This design comes from an exercise in tuning for small area on the open sky130 flow, not from production work.
In this exercise RTL edits were held to simulation tests only and were not proved equivalent to the original.
No activity file was given, so power comes from the tool's default toggle rates.

// traffic_control
module traffic_control(GSN1,GSN2,GWE1,GWE2,RWE,RNS,SN1D1,SN1D2,SN2D1,SN2D2,WE1D1,WE1D2,WE2D1,WE2D2,CLK,RESET);
Size: ~230 cells after synthesis, about 7 flip-flops, ~64 I/O pins, about 1200 µm² of cells after synthesis.
==> flow/config.mk <==
export PLATFORM = sky130hd
export DESIGN_NAME = traffic_control
export DESIGN_NICKNAME = traffic_control
export VERILOG_FILES = /design/flow/design.v
export SDC_FILE = /design/flow/constraint.sdc
export NUM_CORES = 4
export LEC_CHECK = 0
export ABC_AREA = 1
export CAP_MARGIN = 20
export CORE_AREA = 5 5 80 80
export CTS_BUF_LIST = sky130_fd_sc_hd__clkbuf_1 sky130_fd_sc_hd__clkbuf_2
export DIE_AREA = 0 0 85 85
export GPL_TIMING_DRIVEN = 0
export SLEW_MARGIN = 20
==> flow/constraint.sdc <==
create_clock -name core_clock -period 5.0 [get_ports {CLK}]
set_input_delay 1.0000 -clock core_clock [delete_from_list [all_inputs] [get_ports {CLK}]]
set_output_delay 1.0000 -clock core_clock [all_outputs]
set_load 0.01 [all_outputs]
standard.sh (not shown) runs the stock make flow with config.mk's settings and CLKGATE_MAP_FILE= SYNTH_SCRIPT=/design/flow/synth_recipe.tcl, a recipe that flattens the netlist after the stock synthesis.
==> flow/flow/run.sh <==
#!/bin/bash
# The standard ORFS layout (standard.sh) with three changes:
#  - synthesis maps the logic with an area-only ABC script (flow/abc_area.script):
#    no buffering or upsizing inside ABC, and no half/full-adder extraction;
#  - ports that carry the same signal are not given extra synthesis buffers
#    (each port still gets its own port buffer in placement);
#  - the port buffers are the smallest buffer cell, buf_1.
set -euo pipefail
W=$PWD
rm -rf "$W/scripts"
cp -r "$FLOW_HOME/scripts" "$W/scripts"
cp "$W/flow/abc_area.script" "$W/scripts/abc_area.script"
export SCRIPTS_DIR="$W/scripts"
export ADDER_MAP_FILE=
export SYNTH_INSBUF=0
export BUFFER_PORTS_ARGS="-buffer_cell sky130_fd_sc_hd__buf_1"
bash standard.sh > "$W/standard.log" 2>&1
==> flow/flow/abc_area.script <==
strash
dch -f
map -D 2000
topo
The first run ran to the end with no violations.
Edit:
--- a/flow/flow/run.sh
+++ b/flow/flow/run.sh
@@ -16,0 +17 @@
+export CTS_ARGS="-sink_clustering_enable -repair_clock_nets -buf_list sky130_fd_sc_hd__clkbuf_2 -root_buf sky130_fd_sc_hd__clkbuf_2 -sink_clustering_size 16 -sink_clustering_max_diameter 200 -dont_use_dummy_load"
==> flow/flow/abc_area.script (replaced) <==
strash
dch -f
map
topo
- CORE_AREA: 5 5 80 80 -> 4 4 64 64
- CTS_BUF_LIST: sky130_fd_sc_hd__clkbuf_1 sky130_fd_sc_hd__clkbuf_2 -> default
- DIE_AREA: 0 0 85 85 -> 0 0 68 68
Outcome: Critical path depth shrinks by 4. Final cell count is lower by 5.4%. Utilization came out higher by 16 points. Wire length goes down by 4.7%. Area after synthesis is higher by 6.6%. Hold slack improves by 14 ps. Total power came out lower by 5.5%. Cell area came out lower by 3.4%.
Edit:
--- a/flow/flow/run.sh
+++ b/flow/flow/run.sh
@@ -17 +16,0 @@
-export CTS_ARGS="-sink_clustering_enable -repair_clock_nets -buf_list sky130_fd_sc_hd__clkbuf_2 -root_buf sky130_fd_sc_hd__clkbuf_2 -sink_clustering_size 16 -sink_clustering_max_diameter 200 -dont_use_dummy_load"
==> flow/flow/abc_area.script (replaced) <==
strash
&get -n
&dch -f
&nf -R 1000
&put
topo
- CORE_AREA: 4 4 64 64 -> 5 5 80 80
- CTS_BUF_LIST: default -> sky130_fd_sc_hd__clkbuf_1 sky130_fd_sc_hd__clkbuf_2
- DIE_AREA: 0 0 68 68 -> 0 0 85 85
The new run completed without violations. Global-route usage decreases by 8.7 points. Die area rises by 56%. Setup slack loses 340 ps. Sequential share of layout area shrinks by 0.26 points. Register-to-register slack gains 380 ps. Wire length climbs by 8.2%. Critical path depth came out higher by 5. First-iteration DRC count decreases by 18%.
Edit:
==> flow/flow/abc_area.script (replaced) <==
strash
dch -f
map
topo
Setup slack gets better by 250 ps. Global-route usage goes down by 0.12 points. Area after synthesis goes up by 5.8%. Final area goes down by 7.3%. Fmax goes up by 5.5%. Routed wire length goes down by 2.0%. Die area stays the same. Clock skew goes down by 4.5 ps. Worst hold slack gets better by 19 ps. Final cell count goes up by 9.6%. Clock power goes down by 8.4%.

## afterwards: timing with drivers on the ports
In the flow no input, the clock included, has a driving cell. The finished layouts below were timed again as built, in two steps. Step 1: set_driving_cell puts a clkbuf_16 on CLK and a buf_2 on each other input, an assumption about the parent block. Step 2, shift: input delay + t, output delay - t, t = (earliest + latest rising clock arrival at the registers) / 2. This alone moves slack from input paths to output paths. Slacks: ideal / step 1 / step 2; pairs: ideal / step 1.
run	shift t [ns]	slack for setup (ns)	worst hold slack (ns)	cell pins on the clock port's net
the first run	0.240	0.338 / 0.318 / 0.558	0.640 / 0.640 / 0.640	1
the second run	0.230	0.451 / 0.435 / 0.665	0.654 / 0.659 / 0.729	1
the third run	0.256	0.107 / 0.088 / 0.344	0.613 / 0.617 / 0.764	1
the fourth run	0.235	0.361 / 0.343 / 0.578	0.632 / 0.641 / 0.745	1
After both steps setup and hold are still met in every run listed.
